What follows belongs to an exercise in optimizing a design on an open flow for small area and a short achievable clock period; a production flow would make more cautious choices.
At most, simulation tests tie the RTL to the original design; equivalence was not proved.
For runs 3, 5 and 6, only the layout was checked, not whether the RTL still works.
No activity file was given, so power comes from the tool's default toggle rates.

File: flow/config.mk
export PLATFORM = sky130hd
export DESIGN_NAME = Microprocessor
export DESIGN_NICKNAME = Microprocessor
export VERILOG_FILES = /design/flow/design.v
export SDC_FILE = /design/flow/constraint.sdc
export NUM_CORES = 4
export LEC_CHECK = 0
export CAP_MARGIN = 20
export CORE_MARGIN = 2
export CORE_UTILIZATION = 40
export CTS_CLUSTER_DIAMETER = 60
export CTS_CLUSTER_SIZE = 30
export SETUP_SLACK_MARGIN = 3.0
export SLEW_MARGIN = 20
export SYNTH_HIERARCHICAL = 1
export SYNTH_MINIMUM_KEEP_SIZE = 0
export TNS_END_PERCENT = 2
File: flow/constraint.sdc
create_clock -name core_clock -period 5.5 [get_ports {clk}]
set_input_delay 1.1000 -clock core_clock [delete_from_list [all_inputs] [get_ports {clk}]]
set_output_delay 1.1000 -clock core_clock [all_outputs]
set_load 0.01 [all_outputs]
File: flow/design.v
`timescale 1ns / 1ps
module BankRows(
		input [4:0] x,
		output [2:0] row0,
		output [2:0] row1,
		output [2:0] row2,
		output [2:0] row3
	);
	assign row0 = x[4:2] + {2'b00, x[1:0] == 2'd3};
	assign row1 = x[4:2];
	assign row2 = x[4:2] - {2'b00, x[1:0] == 2'd0};
	assign row3 = x[4:2] - {2'b00, ~x[1]};
endmodule
module AddImm(
		input [7:0] a,
		input [1:0] ic,
		output [7:0] y
	);
	reg [7:0] flip;
	integer k;
	always @(*) begin
		for (k = 0; k < 8; k = k + 1) begin
			case (ic)
				2'd0: flip[k] = 1'b0;
				2'd1: flip[k] = &(a | ~((8'd1 << k) - 8'd1));
				2'd2: flip[k] = (k == 0) ? 1'b0 : ~|(a & ((8'd1 << k) - 8'd2));
				default: flip[k] = ~|(a & ((8'd1 << k) - 8'd1));
			endcase
		end
	end
	assign y = a ^ flip;
endmodule
module BankSel(
		input [3:0] xh,
		input [3:0] ich,
		output [3:0] bank
	);
	genvar k;
	generate
		for (k = 0; k < 4; k = k + 1) begin : g_k
			assign bank[k] = (ich[0] & xh[k]) | (ich[1] & xh[(k + 3) % 4]) |
				(ich[2] & xh[(k + 2) % 4]) | (ich[3] & xh[(k + 1) % 4]);
		end
	endgenerate
endmodule
`timescale 1ns / 1ps
`timescale 1ns / 1ps
module Seg2 #(parameter [3:0] TABLE = 4'b0000) (
		input [1:0] x,
		output y
	);
	assign y = TABLE[x];
endmodule
module OpDecoder(
		input [1:0] op,
		output [6:0] seg
	);
	Seg2 #(4'b0101) s0(.x(op), .y(seg[0]));
	Seg2 #(4'b1001) s1(.x(op), .y(seg[1]));
	Seg2 #(4'b1101) s2(.x(op), .y(seg[2]));
	Seg2 #(4'b1110) s3(.x(op), .y(seg[3]));
	Seg2 #(4'b0011) s4(.x(op), .y(seg[4]));
	Seg2 #(4'b0111) s5(.x(op), .y(seg[5]));
	Seg2 #(4'b0101) s6(.x(op), .y(seg[6]));
endmodule
`timescale 1ns / 1ps
module HexDecoder(
		input [3:0] bcd,
		output [6:0] seg
	);
	assign seg = bcd == 4'd0 ? 7'b0111111 :
		bcd == 4'd1 ? 7'b0000110 :
		bcd == 4'd2 ? 7'b1011011 :
		bcd == 4'd3 ? 7'b1001111 :
		bcd == 4'd4 ? 7'b1100110 :
		bcd == 4'd5 ? 7'b1101101 :
		bcd == 4'd6 ? 7'b1111101 :
		bcd == 4'd7 ? 7'b0000111 :
		bcd == 4'd8 ? 7'b1111111 :
		bcd == 4'd9 ? 7'b1101111 :
		bcd == 4'd10 ? 7'b1110111 :
		bcd == 4'd11 ? 7'b1111100 :
		bcd == 4'd12 ? 7'b0111001 :
		bcd == 4'd13 ? 7'b1011110 :
		bcd == 4'd14 ? 7'b1111001 :
		7'b1110001;
endmodule
module HexDecoder2(
		input [1:0] bcd,
		output reg [6:0] seg
	);
	always @(*) begin
		case (bcd)
			2'd0: seg = 7'b0111111;
			2'd1: seg = 7'b0000110;
			2'd2: seg = 7'b1011011;
			default: seg = 7'b1001111;
		endcase
	end
endmodule
`timescale 1ns / 1ps
module Sel4 #(parameter W = 8) (
		input [3:0] sel,
		input [W-1:0] d0,
		input [W-1:0] d1,
		input [W-1:0] d2,
		input [W-1:0] d3,
		output [W-1:0] y
	);
	assign y = ({W{sel[0]}} & d0) | ({W{sel[1]}} & d1) | ({W{sel[2]}} & d2) | ({W{sel[3]}} & d3);
endmodule
module Dec2(
		input [1:0] x,
		output [3:0] y
	);
	assign y = 4'b0001 << x;
endmodule
module NextVal(
		input ld,
		input [7:0] ldata,
		input sel_alt,
		input [7:0] alt,
		input [7:0] hold,
		output [7:0] next
	);
	assign next = ld ? ldata : sel_alt ? alt : hold;
endmodule
`timescale 1ns / 1ps
module RowDec(
		input [2:0] row,
		output [7:0] y
	);
	assign y = 8'b00000001 << row;
endmodule
module BankRead(
		input [7:0] rsel,
		input [63:0] bytes,
		output [7:0] data
	);
	reg [7:0] y;
	integer r;
	always @(*) begin
		y = 8'd0;
		for (r = 0; r < 8; r = r + 1)
			y = y | ({8{rsel[r]}} & bytes[r * 8 +: 8]);
	end
	assign data = y;
endmodule
`timescale 1ns / 1ps
module Microprocessor(
		input clk,
		input reset,
		input [7:0] instruction,
		output reg [7:0] pc,
		output [6:0] display_low,
		output [6:0] display_high,
		output [6:0] display_op,
		output [6:0] display_rs,
		output [6:0] display_rt,
		output [6:0] display_rd,
		output [4:0] display_pc
	);
	wire [1:0] op = instruction[7:6];
	wire [1:0] rs = instruction[5:4];
	wire [1:0] rt = instruction[3:2];
	wire [1:0] rd = instruction[1:0];
	wire [1:0] ic = instruction[1:0];
	wire [7:0] imm = {{7{instruction[1]}}, instruction[0]};
	wire is_add   = op == 2'b00;
	wire is_load  = op == 2'b01;
	wire is_store = op == 2'b10;
	wire is_jump  = op == 2'b11;
	reg [7:0] R [0:3];
	reg [7:0] M [0:31];
	reg [7:0] disp;
	wire [3:0] rs_oh, rt_oh;
	Dec2 dec_rs(.x(rs), .y(rs_oh));
	Dec2 dec_rt(.x(rt), .y(rt_oh));
	wire [7:0] a, b;
	Sel4 #(8) read_a(.sel(rs_oh), .d0(R[0]), .d1(R[1]), .d2(R[2]), .d3(R[3]), .y(a));
	Sel4 #(8) read_b(.sel(rt_oh), .d0(R[0]), .d1(R[1]), .d2(R[2]), .d3(R[3]), .y(b));
	wire [7:0] sum = a + b;
	wire [7:0] ea;
	AddImm add_imm(.a(a), .ic(ic), .y(ea));
	wire [2:0] rows [0:3][0:3];
	genvar g, h;
	generate
		for (g = 0; g < 4; g = g + 1) begin : g_rows
			BankRows bank_rows(.x(R[g][4:0]), .row0(rows[g][0]), .row1(rows[g][1]),
				.row2(rows[g][2]), .row3(rows[g][3]));
		end
	endgenerate
	wire [3:0] ic_oh;
	Dec2 dec_ic(.x(ic), .y(ic_oh));
	wire [3:0] a_oh;
	Dec2 dec_a(.x(a[1:0]), .y(a_oh));
	wire [3:0] bank;
	BankSel bank_sel(.xh(a_oh), .ich(ic_oh), .bank(bank));
	wire [31:0] we;
	wire [7:0] bword [0:3];
	generate
		for (h = 0; h < 4; h = h + 1) begin : g_bank
			wire [2:0] row;
			Sel4 #(3) row_sel(.sel(rs_oh), .d0(rows[0][h]), .d1(rows[1][h]), .d2(rows[2][h]),
				.d3(rows[3][h]), .y(row));
			wire [7:0] row_oh;
			RowDec row_dec(.row(row), .y(row_oh));
			wire [63:0] bytes;
			for (g = 0; g < 8; g = g + 1) begin : g_byte
				assign bytes[g * 8 +: 8] = M[g * 4 + h];
				assign we[g * 4 + h] = is_store & bank[h] & row_oh[g];
			end
			BankRead bank_read(.rsel(row_oh), .bytes(bytes), .data(bword[h]));
		end
	endgenerate
	wire [7:0] mdata;
	Sel4 #(8) data_sel(.sel(bank), .d0(bword[0]), .d1(bword[1]), .d2(bword[2]), .d3(bword[3]),
		.y(mdata));
	wire [7:0] rnext [0:3];
	wire [7:0] dnext;
	generate
		for (g = 0; g < 4; g = g + 1) begin : g_rnext
			NextVal next_r(.ld(is_load & rt_oh[g]), .ldata(mdata),
				.sel_alt(is_add & (rd == g)), .alt(sum), .hold(R[g]), .next(rnext[g]));
		end
	endgenerate
	NextVal next_d(.ld(is_load), .ldata(mdata), .sel_alt(is_store), .alt(ea), .hold(sum), .next(dnext));
	always @(posedge reset or posedge clk) begin
		if (reset) begin
			R[0] <= 8'd0;
			R[1] <= 8'd0;
			R[2] <= 8'd0;
			R[3] <= 8'd0;
		end else begin
			R[0] <= rnext[0];
			R[1] <= rnext[1];
			R[2] <= rnext[2];
			R[3] <= rnext[3];
		end
	end
	integer i;
	always @(posedge reset or posedge clk) begin
		if (reset) begin
			for (i = 0; i < 16; i = i + 1) begin
				M[i] <= i;
				M[i + 16] <= -i;
			end
		end else begin
			for (i = 0; i < 32; i = i + 1)
				if (we[i])
					M[i] <= b;
		end
	end
	always @(posedge reset or posedge clk) begin
		if (reset) begin
			pc <= 8'd0;
			disp <= 8'd0;
		end else begin
			pc <= pc + (is_jump ? imm + 8'd1 : 8'd1);
			disp <= dnext;
		end
	end
	assign display_pc = pc[4:0];
	HexDecoder d_low(.bcd(disp[3:0]), .seg(display_low));
	HexDecoder d_high(.bcd(disp[7:4]), .seg(display_high));
	HexDecoder2 d_rs(.bcd(rs), .seg(display_rs));
	HexDecoder2 d_rt(.bcd(rt), .seg(display_rt));
	HexDecoder2 d_rd(.bcd(rd), .seg(display_rd));
	OpDecoder d_op(.op(op), .seg(display_op));
endmodule
File: flow/flow/run.sh
#!/bin/bash
# Standard layout, with the port buffers made of buf_1 cells instead of the
# cell buffer_ports picks by itself.
set -euo pipefail
export BUFFER_PORTS_ARGS="-buffer_cell sky130_fd_sc_hd__buf_1"
bash standard.sh > standard_make.log 2>&1
File: flow/standard.sh
#!/bin/bash
# synth_recipe.tcl (not shown) runs the flow's synth.tcl, then flattens the netlist and writes it again
# the make line also repeats each setting of config.mk as NAME=value (left out here)
make -C /OpenROAD-flow-scripts/flow DESIGN_CONFIG=/design/flow/config.mk WORK_HOME=/design/flow/orfs CLKGATE_MAP_FILE= SYNTH_SCRIPT=/design/flow/synth_recipe.tcl "${@:-finish}"
==> flow_metrics.tcl, run 1 <==
set metrics [dict create \
    clkSlewWorstSetupHoldPaths_ns 0.08 \
    start_kind "primary input" \
    syn_area_um2 16900 \
    coreArea_um2 41900 \
    cap_violations 0 \
    start_util_pct 40.4 \
    place_ws_ns 1.07 \
    dieArea_um2 43900 \
    irDropWorstVdd_mv 0.205 \
    antenna_left 0 \
    avgViaCountPerCell 5.70 \
    cp_num_buf_inv 3 \
    root_buffer "clkbuf_16" \
    dp_hpwl_um 28000 \
    critPathLaunch "instruction[3]" \
    routed.top_layer "met4" \
    ys_async_sr_fraction_pct 100 \
    wl_met3_um 1670 \
    drive_above_1_share_pct 51.7 \
    wl_um 44100 \
    grt_pass1_vias 11700 \
    cpMostUsedCell "a21oi_2" \
    tns_ns 0 \
    reg2reg_depth 13 \
    via_count 11800 \
    hold_buffers 0 \
    syn_inst 1434 \
    leakagePower_nw 8.33 \
    crit_cells 14 \
    fin_cells 2066 \
    seqPwrFrac_pct 49.2 \
    setup_viol 0 \
    clk_latency_ns 0.57 \
    rrSetupSlack_ns 2.50 \
    synth_warnings 14 \
    wl_per_cell_um 21.3 \
    layout.nets 1557 \
    crit_end "disp[6]" \
    sw_frac_of_total_pct 27.3 \
    worstReg2RegEnd "R[2][4]" \
    reg2reg_from "R[0][0]" \
    diodes 0 \
    cp_top_family "compound AO/OA/AOI/OAI gates" \
    wl_met1_um 20100 \
    yosys_most_used_dff "dfrtp_1" \
    crit_path_top_delay_cell "fa_2" \
    die_h_um 210 \
    fin_util_pct 46.6 \
    hold_viol_final 0 \
    critPathRequiredTime_ns 5.98 \
    cts_tree "done" \
    share_comb_of_total_power_pct 8.9 \
    area_delta_synth_final_pct 15.4 \
    hold_class "primary input to asynchronous set/reset pin" \
    cts_made_buffers 27 \
    std_cell_rows 75 \
    path_cells "buf_8 > nor2b_4 > buf_6 > a22oi_2 > nand2_2 > buf_12 > fa_2 > a21o_1 > a21oi_2 > o21bai_2 > a21oi_2 > xnor2_2 > mux2i_1 > o21ai_1" \
    report.final.slew_viol_count 0 \
    crit_fanout 8 \
    antenna_found_initial 0 \
    holdWs_ns 0.462 \
    grt_pass1_wl_um 68500 \
    track_usage_pct 19.7 \
    mostFrequentLayoutCells "mux2_2, dfrtp_1, dfstp_2" \
    powerDensity_nw_per_um2 242 \
    ys_seq_elements 304 \
    fin_ws_ns 2.49 \
    cts_htree_levels 1 \
    cts_buffer_depth 3 \
    worst_slew_margin_rel_pct 44.0 \
    min_period_ns 3.01 \
    drt_iter0_markers 858 \
    max_freq_mhz 332 \
    outcome "timing/DRC/antenna clean" \
    critPathKind "primary input to flip-flop" \
    wl_met2_um 20900 \
    gp_congestion 0.861 \
    dp_cells 1948 \
    seq_area_frac_synth_pct 46.0 \
    remaining_drc_errors 0 \
    synth.avg_cell_area_um2 11.8 \
    rsz0062_at_grt "true" \
    fin_skew_ns 0.0180 \
    cp_slowest_stage_delay_ns 0.39 \
    grt_start_max_net_pins 198 \
    cts_sinks 304 \
    synth-edff-count 0 \
    die_x_um 210 \
    synth_nets 1484 \
    overflow 0 \
    cellInternalPower_mw 3.43 \
    io_buffers 61 \
    p_sw_mw 1.29 \
    ioPinCount 65 \
    synth.distinct_cells 57 \
    crit_arrival_ns 3.49 \
    tightest_slew_ns 0.834 \
    first_pass_iters 5 \
    worstSetupEndpointType "flip-flop" \
    clkPwrFrac_pct 41.9 \
    final_common_cell "mux2_2" \
    timing.final.crit_share_pct 54.7 \
]
timing repair:
action	CTS	global route
pin swaps	54	47
buffers inserted	39	18
setup endpoints to repair	341	340
gates resized for setup	165	66
gates cloned	9	2
endpoints found under the hold margin	0	0
per-stage QoR:
stage | total power [mW] | cell area, µm²
floorplan | 2.66 | 16900
global placement | 2.73 | 17100
detailed placement | 2.74 | 17100
CTS | 4.76 | 19000
global route | 4.91 | 19500
finish | 4.72 | 19500
flip-flops by register name, summed over array words and instances (netlist names):
name,cells
R,32
pc,8
disp,8
M,256
cell families after synthesis:
| logic type | count (synthesis) | share of synthesized area, % |
|---|---|---|
| flip-flops | 304 | 46.0 |
| multiplexers | 300 | 19.7 |
| AND/OR/NAND/NOR | 296 | 9.89 |
| AO/OA/AOI/OAI | 289 | 12.9 |
| buffers and inverters | 164 | 6.51 |
| adder cells (fa/ha/maj) | 40 | 3.05 |
| XOR/XNOR | 38 | 1.97 |
| other | 3 | 0.0667 |
per-module statistics from Yosys, one instance, submodules excluded, a selection:
| module | flip-flops and latches | cells | cell area [µm²] |
|---|---|---|---|
| Microprocessor | 304 | 710 | 11700 |
| BankRead | 0 | 48 | 379 |
| AddImm | 0 | 35 | 248 |
| HexDecoder | 0 | 36 | 224 |
| NextVal | 0 | 26 | 173 |
| BankRows | 0 | 21 | 160 |
| BankSel | 0 | 12 | 75.1 |
| RowDec | 0 | 8 | 65.1 |
| HexDecoder2 | 0 | 8 | 42.5 |
| Dec2 | 0 | 4 | 26.3 |
worst reg2reg max path, delay by kind of cell (launching register included):
kind,cells,cell delay (ns)
AO/OA/AOI/OAI,4,0.79
adder cells (fa/ha/maj),2,0.42
buffers and inverters,1,0.18
flip-flops,1,0.44
AND/OR/NAND/NOR,6,1.02
metal layers:
layer,up-vias,track usage (%)
met1,6069,27.2
met2,272,32.6
met4,0,6.19
li1,5364,-
met3,80,2.33
met5,-,0
cell type report:
class | count | area [µm²]
inverters | 46 | 176
clock inverters | 20 | 228
repair buffers | 154 | 1080
well taps | 539 | 674
fillers | 3789 | 22400
multi-input cells | 974 | 8860
flip-flops and latches | 304 | 7780
clock buffers | 29 | 693
synthesized netlist by cell type (all sizes together) (18+ instances only):
library cell  number  share of area (%)
a22oi            208                 10
nand2            129                3.3
nand2b            18               0.79
dfstp            124                 19
inv               46                1.0
ha                38                2.8
xor2              24                1.2
nand4             33                1.2
o21ai             45                1.4
dfrtp            180                 27
and2              21               0.81
clkbuf            30               0.71
buf               88                4.8
mux2             256                 17
mux2i             44                2.6
nor2              20               0.44
a21oi             18               0.53
power by group through the flow:
| stage | combinational, mW | clock, mW | sequential (mW) |
|---|---|---|---|
| 2_1_floorplan | 0.296 | 0 | 2.36 |
| 3_3_place_gp | 0.366 | 0 | 2.36 |
| 3_5_place_dp | 0.371 | 0 | 2.36 |
| 4_1_cts | 0.404 | 2.03 | 2.32 |
| 5_1_grt | 0.462 | 2.12 | 2.33 |
| 6_report | 0.420 | 1.98 | 2.32 |
how the worst min path moves through the flow:
stage	start	end	slack, ns
floorplan	M[10][6]	M[10][6]	0.48
global placement	pc[7]	pc[7]	0.45
detailed placement	pc[7]	pc[7]	0.45
CTS	reset	M[0][2]	0.45
global route	reset	M[0][2]	0.47
finish	reset	M[0][2]	0.46
==> inputs of run 2 (changes only) <==
--- a/flow/config.mk
+++ b/flow/config.mk
@@ -7,3 +7,3 @@
 export LEC_CHECK = 0
-export CAP_MARGIN = 20
+export CAP_MARGIN = 10
 export CORE_MARGIN = 2
@@ -13,5 +13,5 @@
 export SETUP_SLACK_MARGIN = 3.0
-export SLEW_MARGIN = 20
+export SLEW_MARGIN = 10
 export SYNTH_HIERARCHICAL = 1
 export SYNTH_MINIMUM_KEEP_SIZE = 0
-export TNS_END_PERCENT = 2
+export TNS_END_PERCENT = 0
==> run 2 against run 1 <==
Flip-flop and latch count unchanged. Sequential power about the same. Core utilization fell by 0.54 points. Register-to-register slack got worse by 0.03 ns. Clock power hardly changed. Hold slack got worse by 0.0018 ns. Critical endpoint unchanged. Cell area is 1.2% lower. Still clean. Global-route usage is 0.065 points lower. First-iteration DRC count rose by 15%. Critical path type unchanged. Via count fell by 0.70%. Clock skew fell by 0.0015 ns.
==> flow_metrics.tcl, run 2 <==
set metrics [dict create \
    largest_register "M" \
    coreArea_um2 41900 \
    min_period_ns 3.03 \
    fin_skew_ns 0.0165 \
    worst_slew_margin_rel_pct 24.4 \
    tns_ns 0 \
    wl_um 43800 \
    avgViaCountPerCell 5.69 \
    p_sw_mw 1.28 \
    die_x_um 210 \
    cts_made_buffers 27 \
    synth-edff-count 0 \
    seqPwrFrac_pct 49.4 \
    hold_buffers 0 \
    critPathRequiredTime_ns 5.98 \
    clkSlewWorstSetupHoldPaths_ns 0.08 \
    layout.nets 1545 \
    setup_viol 0 \
    timing.final.crit_share_pct 55.2 \
    root_buffer "clkbuf_16" \
    track_usage_pct 19.7 \
    leakagePower_nw 8.24 \
    dieArea_um2 43900 \
    via_count 11700 \
    start_util_pct 40.4 \
    cellInternalPower_mw 3.42 \
    cts_buffer_depth 3 \
    yosys.area.top_type_share_pct 26.7 \
    power.total_mw 4.71 \
    crit_fanout 8 \
    place_ws_ns 1.07 \
    cts_sinks 304 \
    fill_cells 3795 \
    dp_hpwl_um 28000 \
    synth.distinct_cells 57 \
    synth.avg_cell_area_um2 11.8 \
    std_cell_rows 75 \
    fin_area_um2 19300 \
    max_freq_mhz 330 \
    drt_iter0_markers 984 \
    drive_above_1_share_pct 50.4 \
    top_regs "M x256, R x32" \
    yosys_most_used_dff "dfrtp_1" \
    start_kind "primary input" \
    wl_per_cell_um 21.3 \
    share_comb_of_total_power_pct 8.6 \
    die_h_um 210 \
    final_common_cell "mux2_2" \
    synth_warnings 14 \
    overflow 0 \
    grt_pass1_vias 11700 \
    area_delta_synth_final_pct 14.1 \
    syn_area_um2 16900 \
    synth.most_common_cell "mux2_2" \
    hold_viol_final 0 \
    syn_inst 1434 \
    ys_async_sr_fraction_pct 100 \
    synth_top_area_cell "dfrtp_1" \
    hold_class "primary input to asynchronous set/reset pin" \
    largest_register_ff_count 256 \
    placed_area_um2 17100 \
    irDropWorstVdd_mv 0.207 \
    ys_top_cells_by_area "dfrtp_1, dfstp_2, mux2_2" \
    grt_start_max_net_pins 198 \
    powerDensity_nw_per_um2 244 \
    antenna_left 0 \
    clk_latency_ns 0.57 \
    worstSetupEndpointType "flip-flop" \
    io_buffers 61 \
    critPathKind "primary input to flip-flop" \
    antenna_found_initial 0 \
    clkPwrFrac_pct 42.0 \
    gp_congestion 0.861 \
    report.final.slew_viol_count 0 \
    synth_nets 1484 \
    ys_top_cells_by_count "mux2_2, dfrtp_1, a22oi_1" \
    rsz0062_at_grt "true" \
    first_pass_iters 5 \
    seq_area_frac_synth_pct 46.0 \
    mostFrequentLayoutCells "mux2_2, dfrtp_1, dfstp_2" \
    tightest_slew_ns 1.13 \
    cap_violations 0 \
    outcome "timing/DRC/antenna clean" \
    sw_frac_of_total_pct 27.3 \
    grt_pass1_wl_um 68200 \
    ys_seq_elements 304 \
    cts_htree_levels 1 \
    ioPinCount 65 \
    fin_ws_ns 2.47 \
    crit_arrival_ns 3.51 \
    remaining_drc_errors 0 \
    cts_tree "done" \
]
[run 2: cell families (layout without fill, tap and decap cells)]
logic type	Yosys count	after routing	share of synthesized area, %
multiplexers	300	300	19.7
XOR/XNOR	38	38	1.97
other	3	4	0.0667
flip-flops	304	304	46.0
buffers and inverters	164	238	6.51
AND/OR/NAND/NOR	296	303	9.89
adder cells (fa/ha/maj)	40	40	3.05
AO/OA/AOI/OAI	289	289	12.9
[run 2: metal layers]
layer,wire length [µm],global-route usage (%)
met1,20000,27.3
met2,20500,32.2
met3,1790,2.26
met4,1530,6.38
met5,0,0
[run 2: worst paths after layout]
| check | depth (start not counted) | slack, ns | endpoint | from |
|---|---|---|---|---|
| setup / recovery | 14 | 2.47 | disp[6] | instruction[3] |
| max in group asynchronous | 3 | 3.68 | M[30][2] | reset |
| hold reg to reg | 1 | 0.46 | pc[7] | pc[7] |
| setup reg to reg | 14 | 2.47 | R[3][3] | R[1][1] |
| hold / removal | 2 | 0.46 | M[0][2] | reset |
| min in group core_clock | 1 | 0.46 | pc[7] | pc[7] |
[run 2: per-stage QoR]
stage               util (%)  cells  hold WS, ns
floorplan                  -   1434        0.480
global placement        40.9   1948        0.454
detailed placement      40.9   1948        0.454
CTS                     45.3   2041        0.448
global route            46.0   2054        0.474
finish                  46.0   2055        0.461
[run 2: what timing repair did]
action	in CTS	in global routing
hold endpoints to repair	0	0
cloned	9	2
endpoints found under the setup margin	341	340
setup buffers	35	11
resized for setup	155	52
pin swaps	52	48
[run 2: power groups by stage]
stage | Combinational, mW | Clock [mW] | Sequential (mW)
6_report | 0.405 | 1.98 | 2.32
5_1_grt | 0.446 | 2.12 | 2.33
4_1_cts | 0.399 | 2.03 | 2.32
3_5_place_dp | 0.371 | 0 | 2.36
3_3_place_gp | 0.366 | 0 | 2.36
2_1_floorplan | 0.296 | 0 | 2.36
[run 2: final cells by class]
| class | instances | area (µm²) | share of cell area (%) |
|---|---|---|---|
| clock buffers | 29 | 693 | 3.60 |
| repair buffers | 143 | 978 | 5.08 |
| clock inverters | 20 | 228 | 1.18 |
| inverters | 46 | 176 | 0.916 |
| well taps | 539 | 674 | 3.50 |
| multi-input cells | 973 | 8740 | 45.3 |
| diodes | 1 | 2.50 | 0.0130 |
| flip-flops and latches | 304 | 7780 | 40.4 |
[run 2: critical path: stages]
cell	delay, ns
buf_8	0.11
nor2b_4	0.12
buf_6	0.14
a22oi_2	0.22
nand2_2	0.12
buf_12	0.14
fa_2	0.39
a21o_1	0.20
a21oi_2	0.21
o21bai_2	0.10
a21oi_2	0.19
xnor2_2	0.18
mux2i_1	0.14
o21ai_1	0.14
[run 2: Yosys stat by module (local to each module, per instance), a selection]
module,cells,cell area [µm²],flip-flops and latches
Microprocessor,710,11700,304
NextVal,26,173,0
BankSel,12,75.1,0
HexDecoder2,8,42.5,0
BankRows,21,160,0
AddImm,35,248,0
HexDecoder,36,224,0
==> inputs of run 3 (changes only) <==
--- a/flow/design.v
+++ b/flow/design.v
@@ -44,2 +44,9 @@
 	endgenerate
+endmodule
+module Add8(
+		input [7:0] a,
+		input [7:0] b,
+		output [7:0] y
+	);
+	assign y = a + b;
 endmodule
@@ -181,3 +188,4 @@
 	Sel4 #(8) read_b(.sel(rt_oh), .d0(R[0]), .d1(R[1]), .d2(R[2]), .d3(R[3]), .y(b));
-	wire [7:0] sum = a + b;
+	wire [7:0] sum;
+	Add8 add(.a(a), .b(b), .y(sum));
 	wire [7:0] ea;
--- a/flow/config.mk
+++ b/flow/config.mk
@@ -7,3 +7,3 @@
 export LEC_CHECK = 0
-export CAP_MARGIN = 10
+export CAP_MARGIN = 20
 export CORE_MARGIN = 2
@@ -13,3 +13,3 @@
 export SETUP_SLACK_MARGIN = 3.0
-export SLEW_MARGIN = 10
+export SLEW_MARGIN = 20
 export SYNTH_HIERARCHICAL = 1
==> run 3 against run 2 <==
First-iteration DRC count down 11%. Power up 0.13%. Clock skew down 0.0016 ns. Area after synthesis up 0.30%. Hold slack better by 0.0063 ns. Cell area up 2.5%. Synthesized cell count up 0.56%. Still clean. Via count up 1.4%. Largest cell class unchanged. Flip-flop and latch count unchanged. Clock power about the same.
==> flow_metrics.tcl, run 3 <==
set metrics [dict create \
    synth_top_area_cell "dfrtp_1" \
    synth.distinct_cells 64 \
    io_buffers 61 \
    tightest_slew_ns 0.788 \
    std_cell_rows 75 \
    yosys_most_used_dff "dfrtp_1" \
    ys_async_sr_fraction_pct 100 \
    synth_nets 1491 \
    die_h_um 210 \
    syn_inst 1442 \
    grt_pass1_vias 11900 \
    first_pass_iters 5 \
    critPathRequiredTime_ns 5.97 \
    synth.avg_cell_area_um2 11.8 \
    rsz0062_at_grt "true" \
    cap_violations 0 \
    cts_sinks 304 \
    grt_pass1_wl_um 68700 \
    ys_seq_elements 304 \
    timing.final.crit_share_pct 55.4 \
    ioPinCount 65 \
    drt_iter0_markers 874 \
    critPathKind "primary input to flip-flop" \
    fin_skew_ns 0.0149 \
    dieArea_um2 44000 \
    antenna_found_initial 0 \
    cts_tree "done" \
    yosys.area.top_type_share_pct 26.6 \
    syn_area_um2 16900 \
    remaining_drc_errors 0 \
    gp_congestion 0.869 \
    final_common_cell "mux2_2" \
    die_x_um 210 \
    cp_num_buf_inv 2 \
    start_kind "primary input" \
    crit_arrival_ns 3.51 \
    powerDensity_nw_per_um2 239 \
    top_regs "M x256, R x32" \
    max_freq_mhz 328 \
    area_delta_synth_final_pct 16.5 \
    synth.most_common_cell "mux2_2" \
    synth-edff-count 0 \
    ys_top_cells_by_count "mux2_2, dfrtp_1, a22oi_1" \
    cts_buffer_depth 3 \
    tns_ns 0 \
    largest_register_ff_count 256 \
    worstSetupEndpointType "flip-flop" \
    hold_class "flip-flop to flip-flop" \
    crit_cells 12 \
    cp_slowest_stage_delay_ns 0.37 \
    reg2reg_depth 15 \
    root_buffer "clkbuf_16" \
    via_count 11900 \
    cts_made_buffers 27 \
    holdWs_ns 0.467 \
    worst_slew_margin_rel_pct 47.4 \
    irDropWorstVdd_mv 0.201 \
    avgViaCountPerCell 5.69 \
    grt_start_max_net_pins 133 \
    wl_um 44400 \
    setup_viol 0 \
    diodes 0 \
    clk_latency_ns 0.56 \
    synth_warnings 14 \
    track_usage_pct 19.8 \
    min_period_ns 3.05 \
    report.final.slew_viol_count 0 \
    wl_per_cell_um 21.3 \
    drive_above_1_share_pct 52.6 \
    outcome "timing/DRC/antenna clean" \
    dp_hpwl_um 28400 \
    antenna_left 0 \
    leakagePower_nw 8.58 \
    start_util_pct 40.5 \
    hold_viol_final 0 \
    min_delay_path_depth 1 \
    hold_buffers 0 \
    mostFrequentLayoutCells "mux2_2, dfrtp_1, dfstp_2" \
    clkSlewWorstSetupHoldPaths_ns 0.07 \
    crit_fanout 9 \
    path_cells "buf_2 > and2b_4 > a22oi_1 > nand2_2 > ha_4 > inv_1 > fa_2 > nor2b_4 > o31a_1 > o311ai_4 > mux2i_1 > o21ai_1" \
    seq_area_frac_synth_pct 45.8 \
    largest_register "M" \
    fill_cells 3701 \
    coreArea_um2 41900 \
    cts_htree_levels 1 \
    crit_path_top_delay_cell "o311ai_4" \
    layout.nets 1576 \
    cp_top_family "compound AO/OA/AOI/OAI gates" \
    ys_top_cells_by_area "dfrtp_1, dfstp_2, mux2_2" \
    overflow 0 \
]
[run 3: changes by cell type in the layout (fill, tap and decap cells not counted), moves of 4 or more]
cell | previous run | this run
nand2_2 | 56 | 43
nand2_4 | 9 | 26
ha_2 | 2 | 6
and3b_2 | 13 | 17
ha_1 | 30 | 24
a22oi_1 | 113 | 98
buf_4 | 67 | 87
dfrtp_1 | 168 | 172
dfrtp_2 | 12 | 8
a22oi_2 | 95 | 110
xnor2_1 | 12 | 8
[run 3: cells by family after synthesis]
kind of cell             Yosys count  synth area share, %
buffers and inverters            164                 6.55
flip-flops                       304                 45.8
multiplexers                     299                 19.6
adder cells (fa/ha/maj)           39                 2.97
XOR/XNOR                          35                 1.81
AO/OA/AOI/OAI                    297                 13.3
other                              3               0.0665
AND/OR/NAND/NOR                  301                 9.98
[run 3: path summary, 6_finish.rpt]
kind	start	endpoint	slack [ns]
min in group asynchronous	reset	M[0][6]	0.63
max in group asynchronous	reset	M[10][4]	3.70
min	pc[7]	pc[7]	0.47
min reg2reg	pc[7]	pc[7]	0.47
max reg2reg	R[0][2]	R[2][4]	2.49
max	instruction[3]	R[3][6]	2.45
[run 3: layout make-up]
| class | instances | area (µm²) | area share (%) |
|---|---|---|---|
| inverters | 46 | 176 | 0.894 |
| well taps | 539 | 674 | 3.42 |
| clock buffers | 29 | 683 | 3.46 |
| multi-input cells | 985 | 9100 | 46.1 |
| clock inverters | 20 | 244 | 1.24 |
| flip-flops and latches | 304 | 7770 | 39.4 |
| repair buffers | 163 | 1090 | 5.52 |
[run 3: Yosys stat by module (local to each module, per instance), excerpt]
module	flip-flops and latches	cell area, µm²
HexDecoder2	0	42.5
Dec2	0	26.3
BankSel	0	75.1
Microprocessor	304	11400
Add8	0	332
BankRead	0	379
[run 3: metal layers]
metal / global-route usage [%] / vias to the layer above / share of wire (%)
li1: - / 5450 / -
met1: 27.0 / 6046 / 45
met2: 32.7 / 295 / 47
met3: 2.86 / 74 / 5.0
met4: 6.02 / 0 / 3.4
met5: 0 / - / 0
[run 3: what timing repair did]
item / CTS / global route
setup buffers: 38 / 22
pin swaps: 55 / 65
setup endpoints to repair: 341 / 340
gates cloned: 10 / 8
resized for setup: 170 / 96
[run 3: report_power, final]
part | internal, mW | switching, mW | total, mW
logic | 0.144 | 0.263 | 0.406
clock network | 1.01 | 0.976 | 1.98
registers | 2.27 | 0.0531 | 2.32
total | 3.42 | 1.29 | 4.71
[run 3: metrics by stage]
step                      power [mW]  std cells  util (%)  worst slack, ns  area (µm²)
after global placement          2.72       1959      41.1             1.09       17200
after detailed placement        2.72       1959      41.1             1.05       17200
after CTS                       4.74       2056      45.7             2.52       19100
after global routing            4.91       2086      47.2             2.37       19700
after floorplan                 2.65       1442         -            0.458       16900
final                           4.71       2086      47.2             2.45       19700
==> inputs of run 4 (changes only) <==
--- a/flow/design.v
+++ b/flow/design.v
@@ -44,9 +44,2 @@
 	endgenerate
-endmodule
-module Add8(
-		input [7:0] a,
-		input [7:0] b,
-		output [7:0] y
-	);
-	assign y = a + b;
 endmodule
@@ -188,4 +181,3 @@
 	Sel4 #(8) read_b(.sel(rt_oh), .d0(R[0]), .d1(R[1]), .d2(R[2]), .d3(R[3]), .y(b));
-	wire [7:0] sum;
-	Add8 add(.a(a), .b(b), .y(sum));
+	wire [7:0] sum = a + b;
 	wire [7:0] ea;
--- a/flow/config.mk
+++ b/flow/config.mk
@@ -10,4 +10,5 @@
 export CORE_UTILIZATION = 40
-export CTS_CLUSTER_DIAMETER = 60
-export CTS_CLUSTER_SIZE = 30
+export CTS_BUF_LIST = sky130_fd_sc_hd__clkbuf_8
+export CTS_CLUSTER_DIAMETER = 50
+export CTS_CLUSTER_SIZE = 25
 export SETUP_SLACK_MARGIN = 3.0
==> run 4 against run 3 <==
Synthesized cell count decreased by 0.55%. Clock skew increased by 0.012 ns. Sequential power about the same. Flip-flop and latch count unchanged. Clock power decreased by 12%. Count of clock-buffer cells in the layout increased by 8. Routed wire length decreased by 2.1%. Die area decreased by 0.30%. Cell area decreased by 3.7%. Final cell count decreased by 1.2%. Register-to-register slack got worse by 0.03 ns. Critical path type is now flip-flop to flip-flop. Critical endpoint is now R[2][4].
==> flow_metrics.tcl, run 4 <==
set metrics [dict create \
    fin_area_um2 19000 \
    antenna_found_initial 0 \
    outcome "timing/DRC/antenna clean" \
    grt_start_max_net_pins 198 \
    worstSetupEndpointType "flip-flop" \
    synth.avg_cell_area_um2 11.8 \
    std_cell_rows 75 \
    reg2reg_depth 14 \
    coreArea_um2 41900 \
    min_period_ns 3.04 \
    syn_area_um2 16900 \
    fin_cells 2062 \
    rrSetupSlack_ns 2.46 \
    yosys_most_used_dff "dfrtp_1" \
    antenna_left 0 \
    crit_fanout 7 \
    final_common_cell "mux2_2" \
    hold_viol_final 0 \
    cts_tree "done" \
    seq_area_frac_synth_pct 46.0 \
    layout.nets 1547 \
    die_h_um 210 \
    syn_inst 1434 \
    gp_congestion 0.861 \
    leakagePower_nw 8.17 \
    synth_nets 1484 \
    drive_above_1_share_pct 49.8 \
    wl_per_cell_um 21.1 \
    mostFrequentLayoutCells "mux2_2, dfrtp_1, dfstp_2" \
    die_x_um 210 \
    timing.final.crit_share_pct 55.3 \
    critPathKind "flip-flop to flip-flop" \
    fin_skew_ns 0.0265 \
    grt_pass1_wl_um 68100 \
    reg2reg_from "R[0][1]" \
    via_count 11700 \
    cts_made_buffers 35 \
    wl_met2_um 21000 \
    hold_buffers 0 \
    place_ws_ns 1.07 \
    synth_warnings 14 \
    clkSlewWorstSetupHoldPaths_ns 0.10 \
    root_buffer "clkbuf_8" \
    synth.distinct_cells 57 \
    track_usage_pct 19.7 \
    io_buffers 61 \
    fin_ws_ns 2.46 \
    routed.top_layer "met4" \
    cts_sinks 304 \
    max_freq_mhz 329 \
    synth-edff-count 0 \
    cap_violations 0 \
    holdWs_ns 0.446 \
    ioPinCount 65 \
    wl_met3_um 1550 \
    ys_top_cells_by_count "mux2_2, dfrtp_1, a22oi_1" \
    report.final.slew_viol_count 0 \
    placed_area_um2 17100 \
    ys_async_sr_fraction_pct 100 \
    first_pass_iters 5 \
    grt_pass1_vias 11600 \
    start_kind "flip-flop" \
    multi_input_area_um2 8680 \
    hold_class "primary input to asynchronous set/reset pin" \
    worst_slew_margin_rel_pct 44.1 \
    rsz0062_at_grt "true" \
    critPathRequiredTime_ns 5.92 \
    clk_latency_ns 0.58 \
    remaining_drc_errors 0 \
    cts_htree_levels 2 \
    largest_register_ff_count 256 \
    dieArea_um2 43900 \
    irDropWorstVdd_mv 0.100 \
    wl_um 43400 \
    avgViaCountPerCell 5.68 \
    setup_viol 0 \
    tightest_slew_ns 0.832 \
    area_delta_synth_final_pct 12.6 \
    drt_iter0_markers 888 \
    worstReg2RegEnd "R[2][4]" \
    dp_hpwl_um 28000 \
    tns_ns 0 \
    ys_top_cells_by_area "dfrtp_1, dfstp_2, mux2_2" \
    crit_arrival_ns 3.46 \
    cts_buffer_depth 3 \
    yosys.area.top_type_share_pct 26.7 \
    ys_seq_elements 304 \
    diodes 0 \
    overflow 0 \
    ff_latch_area_um2 7780 \
    top_regs "M x256, R x32" \
    largest_register "M" \
    wl_met1_um 20000 \
    powerDensity_nw_per_um2 236 \
    synth.most_common_cell "mux2_2" \
    dp_cells 1948 \
    synth_top_area_cell "dfrtp_1" \
    start_util_pct 40.4 \
    fill_cells 3845 \
]
==> run 4: layout make-up <==
class | instances | share of cell area, %
Tap cell | 539 | 3.55
Multi-Input combinational cell | 974 | 45.7
Inverter | 46 | 0.928
Clock buffer | 37 | 2.68
Clock inverter | 26 | 1.47
Timing Repair Buffer | 136 | 4.83
Sequential cell | 304 | 40.9
==> run 4: cell families (layout without fill, tap and decap cells) <==
kind of cell / count (synthesis) / count (layout) / synth area share, %
buf+inv: 164 / 245 / 6.51
other cells: 3 / 3 / 0.0667
fa+ha+maj: 40 / 40 / 3.05
flops: 304 / 304 / 46.0
simple gates: 296 / 304 / 9.89
xor+xnor: 38 / 38 / 1.97
mux: 300 / 300 / 19.7
compound gates: 289 / 289 / 12.9
==> run 4: critical path, stage by stage (launching register included) <==
cell	delay, ns
dfrtp_2	0.43
and2_4	0.16
ha_2	0.16
ha_2	0.16
xor2_1	0.17
a22oi_2	0.23
nand2_2	0.17
and3b_2	0.31
buf_6	0.15
a22oi_2	0.14
nand4_1	0.20
a22oi_2	0.29
nand2_4	0.14
nand2_1	0.09
o21ai_1	0.07
==> run 4: how the worst max path moves through the flow <==
stage               slack, ns  endpoint  cells past startpoint            from
floorplan                0.46   M[0][0]                      1           reset
global placement         1.20   M[1][7]                     10  instruction[5]
detailed placement       1.07   M[6][7]                     10  instruction[4]
CTS                      2.53   R[0][6]                     14         R[2][1]
global route             2.36  M[30][3]                     11  instruction[5]
finish                   2.46   R[2][4]                     14         R[0][1]
==> run 4: where the power goes <==
part / switching (mW) / internal (mW)
Sequential: 0.0528 / 2.27
Clock: 0.957 / 0.787
Combinational: 0.269 / 0.148
==> run 4: through the flow <==
| stage | utilization [%] | power (mW) |
|---|---|---|
| 4_1_cts | 45.1 | 4.53 |
| 5_1_grt | 45.4 | 4.68 |
| 3_3_place_gp | 40.9 | 2.73 |
| 3_5_place_dp | 40.9 | 2.74 |
| 2_1_floorplan | - | 2.66 |
| 6_report | 45.4 | 4.49 |
==> run 4: Yosys stat by module (local to each module, per instance), excerpt <==
module          flip-flops and latches  cells inside  cell area [µm²]
Microprocessor                     304           710            11700
BankRead                             0            48              379
HexDecoder                           0            36              224
NextVal                              0            26              173
BankRows                             0            21              160
BankSel                              0            12             75.1
RowDec                               0             8             65.1
HexDecoder2                          0             8             42.5
Dec2                                 0             4             26.3
==> run 4: metal layers <==
layer  global-route usage (%)  vias to the layer above
met3                     2.59                       68
met2                     32.8                      218
met5                        0                        -
li1                         -                     5357
met1                     27.2                     6077
met4                     5.14                        0
==> run 4: what timing repair did <==
item / 4_1_cts / 5_1_grt
gates cloned: 10 / 0
setup endpoints to repair: 341 / 341
hold endpoints to repair: 0 / 0
buffers inserted: 34 / 6
pin swaps: 69 / 22
gates resized for setup: 173 / 13
==> inputs of run 5 (changes only) <==
--- a/flow/design.v
+++ b/flow/design.v
@@ -117,2 +117,17 @@
 endmodule
+module Nand2W #(parameter W = 8) (
+		input [W-1:0] a,
+		input [W-1:0] b,
+		output [W-1:0] y
+	);
+	assign y = ~(a & b);
+endmodule
+module Nand3W #(parameter W = 8) (
+		input [W-1:0] a,
+		input [W-1:0] b,
+		input [W-1:0] c,
+		output [W-1:0] y
+	);
+	assign y = ~(a & b & c);
+endmodule
 module NextVal(
@@ -125,3 +140,8 @@
 	);
-	assign next = ld ? ldata : sel_alt ? alt : hold;
+	wire keep = ~(ld | sel_alt);
+	wire [7:0] t_ld, t_alt, t_hold;
+	Nand2W #(8) n_ld(.a({8{ld}}), .b(ldata), .y(t_ld));
+	Nand2W #(8) n_alt(.a({8{sel_alt}}), .b(alt), .y(t_alt));
+	Nand2W #(8) n_hold(.a({8{keep}}), .b(hold), .y(t_hold));
+	Nand3W #(8) n_out(.a(t_ld), .b(t_alt), .c(t_hold), .y(next));
 endmodule
--- a/flow/config.mk
+++ b/flow/config.mk
@@ -10,5 +10,4 @@
 export CORE_UTILIZATION = 40
-export CTS_BUF_LIST = sky130_fd_sc_hd__clkbuf_8
-export CTS_CLUSTER_DIAMETER = 50
-export CTS_CLUSTER_SIZE = 25
+export CTS_CLUSTER_DIAMETER = 60
+export CTS_CLUSTER_SIZE = 30
 export SETUP_SLACK_MARGIN = 3.0
==> run 5 against run 4 <==
Core utilization rose by 3.4 points. Routed wire length rose by 7.2%. Setup slack got worse by 0.0024 ns. Non-clock buffer count rose by 46. Power is 8.6% higher. Hold slack better by 0.020 ns. Via count is 6.0% higher. Largest cell class unchanged. Flip-flop and latch count did not move. Synthesized cell count increased by 2.4%. Register-to-register slack improved by 0.03 ns. Die area is 1.1% lower. Combinational power is 7.9% higher.
==> flow_metrics.tcl, run 5 <==
set metrics [dict create \
    outcome "timing/DRC/antenna clean" \
    cts_made_buffers 29 \
    synth.distinct_cells 57 \
    root_buffer "clkbuf_16" \
    avgViaCountPerCell 5.78 \
    antenna_left 0 \
    synth_warnings 14 \
    dp_hpwl_um 28500 \
    powerDensity_nw_per_um2 243 \
    antenna_found_initial 1 \
    hold_viol_final 0 \
    synth_top_area_cell "dfrtp_1" \
    clkSlewWorstSetupHoldPaths_ns 0.07 \
    ys_top_cells_by_area "dfrtp_1, dfstp_2, mux2_2" \
    rsz0062_at_grt "true" \
    mostFrequentLayoutCells "mux2_2, dfrtp_1, nand2_1" \
    ys_async_sr_fraction_pct 100 \
    hold_class "flip-flop to flip-flop" \
    cap_violations 0 \
    wl_per_cell_um 21.7 \
    cts_buffer_depth 3 \
    largest_register "M" \
    dp_cells 1984 \
    seqPwrFrac_pct 47.8 \
    remaining_drc_errors 0 \
    reg2reg_depth 15 \
    place_ws_ns 0.871 \
    setup_viol 0 \
    leakagePower_nw 8.86 \
    crit_fanout 11 \
    critPathKind "primary input to flip-flop" \
    crit_arrival_ns 3.49 \
    cts_sinks 304 \
    dieArea_um2 43400 \
    fin_ws_ns 2.46 \
    top_regs "M x256, R x32" \
    cp_slowest_stage_delay_ns 0.29 \
    diodes 0 \
    start_util_pct 40.7 \
    power.total_mw 4.87 \
    fin_skew_ns 0.0210 \
    reg2reg_from "R[1][1]" \
    overflow 0 \
    fin_util_pct 48.8 \
    synth-edff-count 0 \
    hold_buffers 0 \
    gp_congestion 0.935 \
    largest_register_ff_count 256 \
    die_h_um 208 \
    irDropWorstVdd_mv 0.229 \
    fin_area_um2 20000 \
    critPathRequiredTime_ns 5.95 \
    via_count 12400 \
    drive_above_1_share_pct 54.1 \
    cts_tree "done" \
    fill_cells 3617 \
    holdWs_ns 0.467 \
    area_delta_synth_final_pct 20.0 \
    timing.final.crit_share_pct 55.3 \
    ys_top_cells_by_count "mux2_2, dfrtp_1, a22oi_1" \
    drt_iter0_markers 1158 \
    syn_inst 1469 \
    grt_pass1_wl_um 73100 \
    clk_latency_ns 0.59 \
    worst_slew_margin_rel_pct 45.2 \
    path_cells "buf_12 > nor2b_4 > buf_12 > a22oi_2 > nand2_2 > buf_4 > buf_4 > and3b_2 > a22oi_2 > nand4_1 > a22oi_2 > nand2_2 > nand2_1 > nand3_1" \
    placed_area_um2 17000 \
    crit_path_top_delay_cell "a22oi_2" \
    grt_start_max_net_pins 142 \
    coreArea_um2 41000 \
    hold_start "pc[7]" \
    layout.nets 1644 \
    yosys_most_used_dff "dfrtp_1" \
    std_cell_rows 74 \
    synth_nets 1519 \
    sw_frac_of_total_pct 28.3 \
    worstSetupEndpointType "flip-flop" \
    wl_um 46600 \
    clkPwrFrac_pct 43.0 \
    yosys.area.top_type_share_pct 27.0 \
    cts_htree_levels 1 \
    max_freq_mhz 329 \
    io_buffers 61 \
    p_sw_mw 1.38 \
    seq_area_frac_synth_pct 46.5 \
    ys_seq_elements 304 \
    cellInternalPower_mw 3.49 \
    grt_pass1_vias 12500 \
    min_period_ns 3.04 \
    first_pass_iters 5 \
    syn_area_um2 16700 \
    share_comb_of_total_power_pct 9.2 \
    synth.avg_cell_area_um2 11.4 \
    tightest_slew_ns 0.822 \
    synth.most_common_cell "mux2_2" \
    start_kind "primary input" \
    cpMostUsedCell "a22oi_2" \
    min_delay_path_depth 1 \
    critPathLaunch "instruction[5]" \
    report.final.slew_viol_count 0 \
    track_usage_pct 21.2 \
    die_x_um 208 \
    final_common_cell "mux2_2" \
    ioPinCount 65 \
    tns_ns 0 \
    fin_cells 2148 \
]
[run 5: per-module statistics from Yosys, one instance, submodules excluded, excerpt]
module / flops+latches / cell area [µm²]
Microprocessor: 304 / 11700
BankRead: 0 / 379
AddImm: 0 / 248
HexDecoder: 0 / 224
BankRows: 0 / 160
BankSel: 0 / 75.1
RowDec: 0 / 65.1
HexDecoder2: 0 / 42.5
Dec2: 0 / 26.3
NextVal: 0 / 3.75
[run 5: metal layers]
layer / wire length, µm / vias to the layer above / track usage, %
met2: 21700 / 381 / 34.2
met3: 2520 / 89 / 2.60
met5: 0 / - / 0
met4: 1260 / 0 / 5.36
li1: - / 5572 / -
met1: 21100 / 6381 / 30.1
[run 5: timing repair]
action / in CTS / in global routing
cloned: 26 / 0
gates resized for setup: 251 / 44
pin swaps: 100 / 36
setup buffers: 71 / 14
hold endpoints to repair: 0 / 0
endpoints found under the setup margin: 341 / 338
[run 5: path summary, 6_finish.rpt]
| check | endpoint | slack (ns) |
|---|---|---|
| max | R[0][6] | 2.46 |
| min | pc[7] | 0.47 |
| max reg2reg | R[0][6] | 2.49 |
| min reg2reg | pc[7] | 0.47 |
| max in group asynchronous | R[1][2] | 3.79 |
| min in group asynchronous | M[4][0] | 0.52 |
[run 5: cell type report]
class | instances | area (µm²) | area share [%]
inverter | 46 | 176 | 0.881
clock buffer | 32 | 757 | 3.78
multi-input combinational | 1031 | 9100 | 45.4
timing repair buffer | 182 | 1330 | 6.64
tap | 532 | 666 | 3.32
sequential | 304 | 7780 | 38.8
clock inverter | 21 | 229 | 1.14
[run 5: cells by family (layout without fill, tap and decap cells)]
kind of cell / Yosys count / after routing / share of synthesized area [%]
buffers and inverters: 154 / 281 / 5.91
AOI/OAI and AO/OA: 249 / 249 / 11.8
xor gates and xnor gates: 38 / 38 / 1.99
and+or+nand+nor: 421 / 441 / 13.1
DFF: 304 / 304 / 46.5
other: 3 / 3 / 0.0674
adders and majority gates: 40 / 40 / 3.09
muxes: 260 / 260 / 17.5
[run 5: power by group through the flow]
stage          registers [mW]  clock network [mW]  logic, mW
4_1_cts                  2.33                2.13      0.442
6_report                 2.33                2.09      0.450
3_3_place_gp             2.36                   0      0.363
5_1_grt                  2.33                2.21      0.493
3_5_place_dp             2.37                   0      0.370
2_1_floorplan            2.36                   0      0.290
[run 5: critical path, delay by kind of cell]
family                 cells  cell delay, ns
AOI/OAI and AO/OA          3            0.59
buffers and inverters      4            0.54
and+or+nand+nor            7            1.25
==> inputs of run 6 (changes only) <==
--- a/flow/config.mk
+++ b/flow/config.mk
@@ -10,2 +10,3 @@
 export CORE_UTILIZATION = 40
+export CTS_BUF_LIST = sky130_fd_sc_hd__clkbuf_8
 export CTS_CLUSTER_DIAMETER = 60
==> run 6 against run 5 <==
Critical endpoint unchanged. Non-clock buffer count shrank 2. Combinational power shrank 0.9%. Final cell count shrank 0.28%. Critical path type is now flip-flop to flip-flop. Hold slack lost 0.014 ns. Still clean on timing, DRC and antenna.
==> flow_metrics.tcl, run 6 <==
set metrics [dict create \
    synth_warnings 14 \
    synth-edff-count 0 \
    fin_area_um2 19700 \
    cp_num_buf_inv 5 \
    placed_area_um2 17000 \
    coreArea_um2 41000 \
    outcome "timing/DRC/antenna clean" \
    synth_nets 1519 \
    wl_per_cell_um 21.6 \
    cts_htree_levels 1 \
    worstReg2RegEnd "R[0][6]" \
    avgViaCountPerCell 5.81 \
    largest_register "M" \
    synth_top_area_cell "dfrtp_1" \
    yosys.area.top_type_share_pct 27.0 \
    area_delta_synth_final_pct 18.1 \
    seq_area_frac_synth_pct 46.5 \
    cts_sinks 304 \
    timing.final.crit_share_pct 54.6 \
    hold_viol_final 0 \
    holdWs_ns 0.453 \
    via_count 12400 \
    largest_register_ff_count 256 \
    die_h_um 208 \
    cts_made_buffers 29 \
    crit_arrival_ns 3.52 \
    io_buffers 61 \
    ioPinCount 65 \
    drt_iter0_markers 1249 \
    path_cells "inv_1 > ha_2 > xor2_2 > a22oi_2 > nand2_4 > buf_4 > buf_4 > nor3b_1 > buf_4 > buf_6 > a22oi_2 > nand4_1 > a22oi_2 > nand2_2 > nand2_1 > nand3_1" \
    grt_pass1_wl_um 72000 \
    mostFrequentLayoutCells "mux2_2, dfrtp_1, nand2_1" \
    reg2reg_from "R[1][3]" \
    drive_above_1_share_pct 54.5 \
    report.final.slew_viol_count 0 \
    cp_slowest_stage_delay_ns 0.50 \
    wl_um 46300 \
    overflow 0 \
    reg2reg_depth 16 \
    worst_slew_margin_rel_pct 45.1 \
    ys_top_cells_by_area "dfrtp_1, dfstp_2, mux2_2" \
    tightest_slew_ns 0.818 \
    setup_viol 0 \
    dp_hpwl_um 28500 \
    antenna_left 0 \
    cts_tree "done" \
    top_regs "M x256, R x32" \
    first_pass_iters 6 \
    remaining_drc_errors 0 \
    crit_path_top_delay_cell "dfrtp_2" \
    ys_seq_elements 304 \
    leakagePower_nw 8.68 \
    dp_cells 1984 \
    gp_congestion 0.935 \
    cts_buffer_depth 3 \
    start_kind "flip-flop" \
    syn_inst 1469 \
    powerDensity_nw_per_um2 220 \
    yosys_most_used_dff "dfrtp_1" \
    rsz0062_at_grt "true" \
    crit_fanout 7 \
    max_freq_mhz 333 \
    antenna_found_initial 2 \
    crit_cells 16 \
    rrSetupSlack_ns 2.50 \
    std_cell_rows 74 \
    grt_start_max_net_pins 142 \
    critPathKind "flip-flop to flip-flop" \
    hold_buffers 0 \
    track_usage_pct 20.8 \
    hold_class "primary input to asynchronous set/reset pin" \
    cp_top_family "simple AND/OR/NAND/NOR gates" \
    ys_async_sr_fraction_pct 100 \
    fin_cells 2142 \
    critPathRequiredTime_ns 6.02 \
    power.total_mw 4.34 \
    cap_violations 0 \
    synth.avg_cell_area_um2 11.4 \
    clk_latency_ns 0.64 \
    grt_pass1_vias 12500 \
    clkSlewWorstSetupHoldPaths_ns 0.11 \
    worstSetupEndpointType "flip-flop" \
    start_util_pct 40.7 \
    irDropWorstVdd_mv 0.150 \
    min_period_ns 3.00 \
    synth.most_common_cell "mux2_2" \
    die_x_um 208 \
    layout.nets 1637 \
    root_buffer "clkbuf_8" \
    syn_area_um2 16700 \
    synth.distinct_cells 57 \
    tns_ns 0 \
    dieArea_um2 43400 \
    ys_top_cells_by_count "mux2_2, dfrtp_1, a22oi_1" \
    fin_skew_ns 0.0318 \
    final_common_cell "mux2_2" \
]
-- run 6: cell counts after synthesis --
No cell type changed its count.
-- run 6: kinds of logic after synthesis --
family	Yosys count	synth area share [%]
AO/OA/AOI/OAI	249	11.8
XOR/XNOR	38	1.99
adder cells (fa/ha/maj)	40	3.09
buffers and inverters	154	5.91
flip-flops	304	46.5
multiplexers	260	17.5
other	3	0.0674
AND/OR/NAND/NOR	421	13.1
-- run 6: area by class of cell --
class	instances	area, µm²
antenna	1	2.50
clock buffer	31	427
clock inverter	22	233
fill	3691	21300
inverter	46	176
multi-input combinational	1026	9110
sequential	304	7790
tap	532	666
timing repair buffer	180	1320
-- run 6: how the worst max path moves through the flow --
stage,startpoint,end,slack [ns]
finish,R[1][3],R[0][6],2.50
global route,R[2][1],R[1][7],2.44
CTS,disp[3],display_low[2],2.62
detailed placement,instruction[5],M[3][7],0.87
global placement,instruction[5],M[3][5],0.95
floorplan,reset,M[0][0],0.46
-- run 6: layer usage --
| layer | vias up | track usage (%) | share of wire (%) |
|---|---|---|---|
| li1 | 5552 | - | - |
| met1 | 6369 | 29.0 | 44 |
| met2 | 414 | 34.0 | 47 |
| met3 | 100 | 3.18 | 5.9 |
| met4 | 0 | 5.26 | 2.8 |
| met5 | - | 0 | 0 |
-- run 6: modules after synthesis (local to each module, per instance), excerpt --
module          times used  cells
NextVal                  5      1
RowDec                   4      8
BankRead                 4     48
HexDecoder               2     36
Microprocessor           1    710
BankRows                 4     21
BankSel                  1     12
HexDecoder2              3      8
AddImm                   1     35
Dec2                     4      4
-- run 6: worst register-to-register path, delay by kind of cell (launching register included) --
| family | cells | cell delay, ns |
|---|---|---|
| DFF | 1 | 0.50 |
| AOI/OAI and AO/OA | 3 | 0.57 |
| buffers and inverters | 5 | 0.69 |
| adders and majority gates | 1 | 0.22 |
| xor gates and xnor gates | 1 | 0.15 |
| and+or+nand+nor | 6 | 0.75 |
-- run 6: per-stage QoR --
stage	util (%)	worst slack (ns)
2_1_floorplan	-	0.458
3_3_place_gp	41.5	0.950
3_5_place_dp	41.5	0.871
4_1_cts	46.6	2.62
5_1_grt	48.1	2.44
6_report	48.1	2.50
-- run 6: power by group --
part | internal [mW] | switching, mW | total, mW | leakage (nW)
Combinational | 0.161 | 0.286 | 0.446 | 4.60
Sequential | 2.27 | 0.0544 | 2.33 | 3.74
Clock | 0.599 | 0.970 | 1.57 | 0.336
-- run 6: what timing repair did --
| item | 4_1_cts | 5_1_grt |
|---|---|---|
| gates resized for setup | 200 | 98 |
| buffers inserted | 70 | 13 |
| pin swaps | 85 | 65 |
| setup endpoints to repair | 341 | 340 |
| endpoints found under the hold margin | 0 | 0 |
| cloned | 17 | 4 |
==> inputs of run 7 (changes only) <==
--- a/flow/design.v
+++ b/flow/design.v
@@ -117,17 +117,2 @@
 endmodule
-module Nand2W #(parameter W = 8) (
-		input [W-1:0] a,
-		input [W-1:0] b,
-		output [W-1:0] y
-	);
-	assign y = ~(a & b);
-endmodule
-module Nand3W #(parameter W = 8) (
-		input [W-1:0] a,
-		input [W-1:0] b,
-		input [W-1:0] c,
-		output [W-1:0] y
-	);
-	assign y = ~(a & b & c);
-endmodule
 module NextVal(
@@ -140,8 +125,3 @@
 	);
-	wire keep = ~(ld | sel_alt);
-	wire [7:0] t_ld, t_alt, t_hold;
-	Nand2W #(8) n_ld(.a({8{ld}}), .b(ldata), .y(t_ld));
-	Nand2W #(8) n_alt(.a({8{sel_alt}}), .b(alt), .y(t_alt));
-	Nand2W #(8) n_hold(.a({8{keep}}), .b(hold), .y(t_hold));
-	Nand3W #(8) n_out(.a(t_ld), .b(t_alt), .c(t_hold), .y(next));
+	assign next = ld ? ldata : sel_alt ? alt : hold;
 endmodule
==> flow/flow/run.sh (replaced) <==
#!/bin/bash
# Standard layout, with the port buffers made of buf_1 cells instead of the
# cell buffer_ports picks by itself, and without the delay cells (they only
# help hold, which has plenty of slack here).
set -euo pipefail
export BUFFER_PORTS_ARGS="-buffer_cell sky130_fd_sc_hd__buf_1"
export DONT_USE_CELLS="sky130_fd_sc_hd__clkdlybuf4s15_1 sky130_fd_sc_hd__clkdlybuf4s15_2 sky130_fd_sc_hd__clkdlybuf4s18_1 sky130_fd_sc_hd__clkdlybuf4s18_2 sky130_fd_sc_hd__clkdlybuf4s25_1 sky130_fd_sc_hd__clkdlybuf4s25_2 sky130_fd_sc_hd__clkdlybuf4s50_1 sky130_fd_sc_hd__clkdlybuf4s50_2 sky130_fd_sc_hd__dlygate4sd1_1 sky130_fd_sc_hd__dlygate4sd2_1 sky130_fd_sc_hd__dlygate4sd3_1 sky130_fd_sc_hd__dlymetal6s2s_1 sky130_fd_sc_hd__dlymetal6s4s_1 sky130_fd_sc_hd__dlymetal6s6s_1"
bash standard.sh > standard_make.log 2>&1
--- a/flow/config.mk
+++ b/flow/config.mk
@@ -10,3 +10,2 @@
 export CORE_UTILIZATION = 40
-export CTS_BUF_LIST = sky130_fd_sc_hd__clkbuf_8
 export CTS_CLUSTER_DIAMETER = 60
==> run 7 against run 6 <==
First-iteration DRC count is 28% lower. Die area is 1.1% higher. Flip-flop and latch count stayed put. Sequential share of layout area is 0.84 points higher. Area after synthesis is 1.2% higher. Critical path type is now primary input to flip-flop. Sequential power hardly changed. Hold slack better by 0.0069 ns. Combinational power is 8.7% lower. Global-route usage is 1.2 points lower. Synthesized cell count is 2.4% lower. Via count is 6.1% lower. Fmax is 1.1% lower. Highest routed layer unchanged. Largest cell class unchanged.
==> flow_metrics.tcl, run 7 <==
set metrics [dict create \
    path_cells "buf_6 > nor2b_4 > buf_12 > a22oi_2 > nand2_4 > nor3b_2 > clkdlybuf4s15_2 > a22oi_2 > nand4_1 > a22oi_2 > nand2_4 > nand2_1 > o21ai_2" \
    tns_ns 0 \
    p_sw_mw 1.28 \
    worstSetupEndpointType "flip-flop" \
    max_freq_mhz 329 \
    drt_iter0_markers 905 \
    die_h_um 210 \
    wl_um 43700 \
    placed_area_um2 17100 \
    mostFrequentLayoutCells "mux2_2, dfrtp_1, dfstp_2" \
    cts_made_buffers 27 \
    grt_start_max_net_pins 198 \
    seqPwrFrac_pct 49.4 \
    rsz0062_at_grt "true" \
    synth_warnings 14 \
    via_count 11700 \
    synth_top_area_cell "dfrtp_1" \
    crit_arrival_ns 3.46 \
    ioPinCount 65 \
    io_buffers 61 \
    cellInternalPower_mw 3.43 \
    antenna_left 0 \
    hold_viol_final 0 \
    busiest_layer "met2" \
    ys_async_sr_fraction_pct 100 \
    met2_usage_pct 32.2 \
    grt_pass1_wl_um 68200 \
    setup_viol 0 \
    sw_frac_of_total_pct 27.2 \
    crit_path_top_delay_cell "a22oi_2" \
    layout.nets 1546 \
    cp_num_buf_inv 3 \
    clkPwrFrac_pct 42.0 \
    drive_above_1_share_pct 50.5 \
    ys_seq_elements 304 \
    coreArea_um2 41900 \
    area_delta_synth_final_pct 14.2 \
    outcome "timing/DRC/antenna clean" \
    wl_per_cell_um 21.3 \
    irDropWorstVdd_mv 0.205 \
    syn_area_um2 16900 \
    ys_top_cells_by_count "mux2_2, dfrtp_1, a22oi_1" \
    synth.distinct_cells 57 \
    clk_latency_ns 0.57 \
    synth.most_common_cell "mux2_2" \
    report.final.slew_viol_count 0 \
    seq_area_frac_synth_pct 46.0 \
    min_period_ns 3.04 \
    fin_area_um2 19300 \
    largest_register_ff_count 256 \
    reg2reg_depth 14 \
    gp_congestion 0.861 \
    crit_cells 13 \
    cts_htree_levels 1 \
    timing.final.crit_share_pct 55.2 \
    overflow 0 \
    start_util_pct 40.4 \
    grt_pass1_vias 11700 \
    root_buffer "clkbuf_16" \
    die_x_um 210 \
    cp_top_family "simple AND/OR/NAND/NOR gates" \
    track_usage_pct 19.7 \
    ys_top_cells_by_area "dfrtp_1, dfstp_2, mux2_2" \
    start_kind "primary input" \
    synth-edff-count 0 \
    synth.avg_cell_area_um2 11.8 \
    final_common_cell "mux2_2" \
    avgViaCountPerCell 5.68 \
    cts_tree "done" \
    fill_cells 3794 \
    dieArea_um2 43900 \
    cts_buffer_depth 3 \
    clkSlewWorstSetupHoldPaths_ns 0.08 \
    leakagePower_nw 8.25 \
    critPathKind "primary input to flip-flop" \
    share_comb_of_total_power_pct 8.6 \
    yosys_most_used_dff "dfrtp_1" \
    largest_register "M" \
    cpMostUsedCell "a22oi_2" \
    cts_sinks 304 \
    worst_slew_margin_rel_pct 45.4 \
    fin_skew_ns 0.0165 \
    dp_hpwl_um 28000 \
    powerDensity_nw_per_um2 244 \
    tightest_slew_ns 0.813 \
    hold_class "primary input to asynchronous set/reset pin" \
    grt_use_met1_pct 27.3 \
    met3_usage_pct 2.26 \
    hold_buffers 0 \
    yosys.area.top_type_share_pct 26.7 \
    critPathRequiredTime_ns 5.93 \
    fin_util_pct 46.1 \
    crit_fanout 16 \
    remaining_drc_errors 0 \
    top_regs "M x256, R x32" \
    synth_nets 1484 \
    syn_inst 1434 \
    cp_slowest_stage_delay_ns 0.31 \
    antenna_found_initial 0 \
    cap_violations 0 \
    first_pass_iters 5 \
    std_cell_rows 75 \
    diodes 0 \
]
-- run 7: stage by stage --
stage / total power, mW / instances / setup WS, ns / hold WS, ns
detailed placement: 2.74 / 1948 / 1.07 / 0.454
global route: 4.90 / 2055 / 2.36 / 0.474
floorplan: 2.66 / 1434 / 0.458 / 0.480
finish: 4.71 / 2055 / 2.46 / 0.460
CTS: 4.76 / 2041 / 2.53 / 0.448
global placement: 2.73 / 1948 / 1.20 / 0.454
-- run 7: path summary, 6_finish.rpt --
path / from / endpoint / slack [ns]
min reg2reg: pc[7] / pc[7] / 0.46
max in group asynchronous: reset / M[30][2] / 3.73
min in group core_clock: pc[7] / pc[7] / 0.46
max: instruction[5] / disp[2] / 2.46
min: reset / M[0][2] / 0.46
max reg2reg: R[1][1] / R[2][4] / 2.49
-- run 7: layout make-up --
class                      instances  area [µm²]  share of cell area [%]
multi-input combinational        973        8740                    45.3
tap                              539         674                    3.50
clock buffer                      29         693                    3.59
sequential                       304        7780                    40.3
inverter                          46         176                   0.914
clock inverter                    20         228                    1.18
timing repair buffer             144        1010                    5.21
-- run 7: Yosys stat by module, one instance, submodules excluded, excerpt --
module | copies in the design | cells
AddImm | 1 | 35
BankRead | 4 | 48
BankRows | 4 | 21
BankSel | 1 | 12
Dec2 | 4 | 4
HexDecoder | 2 | 36
HexDecoder2 | 3 | 8
Microprocessor | 1 | 710
NextVal | 5 | 26
RowDec | 4 | 8
-- run 7: power by group through the flow --
stage,logic [mW],clock network [mW],registers (mW)
5_1_grt,0.449,2.12,2.33
2_1_floorplan,0.296,0,2.36
3_5_place_dp,0.371,0,2.36
3_3_place_gp,0.366,0,2.36
4_1_cts,0.399,2.03,2.32
6_report,0.407,1.97,2.32
-- run 7: routing by layer --
metal | share of wire (%) | up-vias | wire length (µm)
met5 | 0 | - | 0
met4 | 3.4 | 0 | 1470
met3 | 3.8 | 86 | 1660
met2 | 47 | 254 | 20700
met1 | 45 | 6003 | 19900
li1 | - | 5338 | -
-- run 7: what timing repair did --
item | in CTS | in global routing
gates resized for setup | 155 | 52
setup endpoints to repair | 341 | 340
cloned | 9 | 2
pin swaps | 52 | 48
setup buffers | 35 | 11
-- run 7: cell families (layout without fill, tap and decap cells) --
logic type	count (synthesis)	count (layout)	share of synthesized area, %
AOI/OAI and AO/OA	289	289	12.9
xor gates and xnor gates	38	38	1.97
adders and majority gates	40	40	3.05
buffers and inverters	164	239	6.51
DFF	304	304	46.0
muxes	300	300	19.7
other	3	3	0.0667
and+or+nand+nor	296	303	9.89

## what the ideal ports hide
The results above use ideal ports. As a check the final layouts listed here were re-extracted and re-timed, cells and wires unchanged.
Step 1 sets driving cells, clkbuf_16 on the clock port and buf_2 on the other inputs (assumed; they add their load-dependent delay and slew).
Step 2, shift: input delay + t, output delay - t, t = (earliest + latest rising clock arrival at the registers) / 2. This alone moves slack from input paths to output paths.
Three values: ideal ports, drivers, drivers and shift; two values: the first two.
run | t, ns | slack for setup (ns) | worst setup path after step 2 | latest minus earliest clock arrival (ns) | pins driven straight from the clock port
run 1 | 0.614 | 2.490 / 2.501 / 1.892 | input to register | 0.018 / 0.018 | 1
run 2 | 0.613 | 2.466 / 2.471 / 1.868 | input to register | 0.018 / 0.018 | 1
run 3 | 0.607 | 2.455 / 2.486 / 1.880 | input to register | 0.017 / 0.017 | 1
run 4 | 0.617 | 2.458 / 2.458 / 1.872 | input to register | 0.032 / 0.033 | 1
run 5 | 0.629 | 2.456 / 2.442 / 1.813 | input to register | 0.025 / 0.025 | 1
run 6 | 0.684 | 2.497 / 2.497 / 1.834 | input to register | 0.045 / 0.046 | 1
run 7 | 0.615 | 2.465 / 2.488 / 1.876 | input to register | 0.017 / 0.017 | 1
After both steps setup and hold are still met in every run listed. For run 6, which loses most, drivers alone change the setup slack by 0.000 ns; drivers and shift together by -0.663 ns.
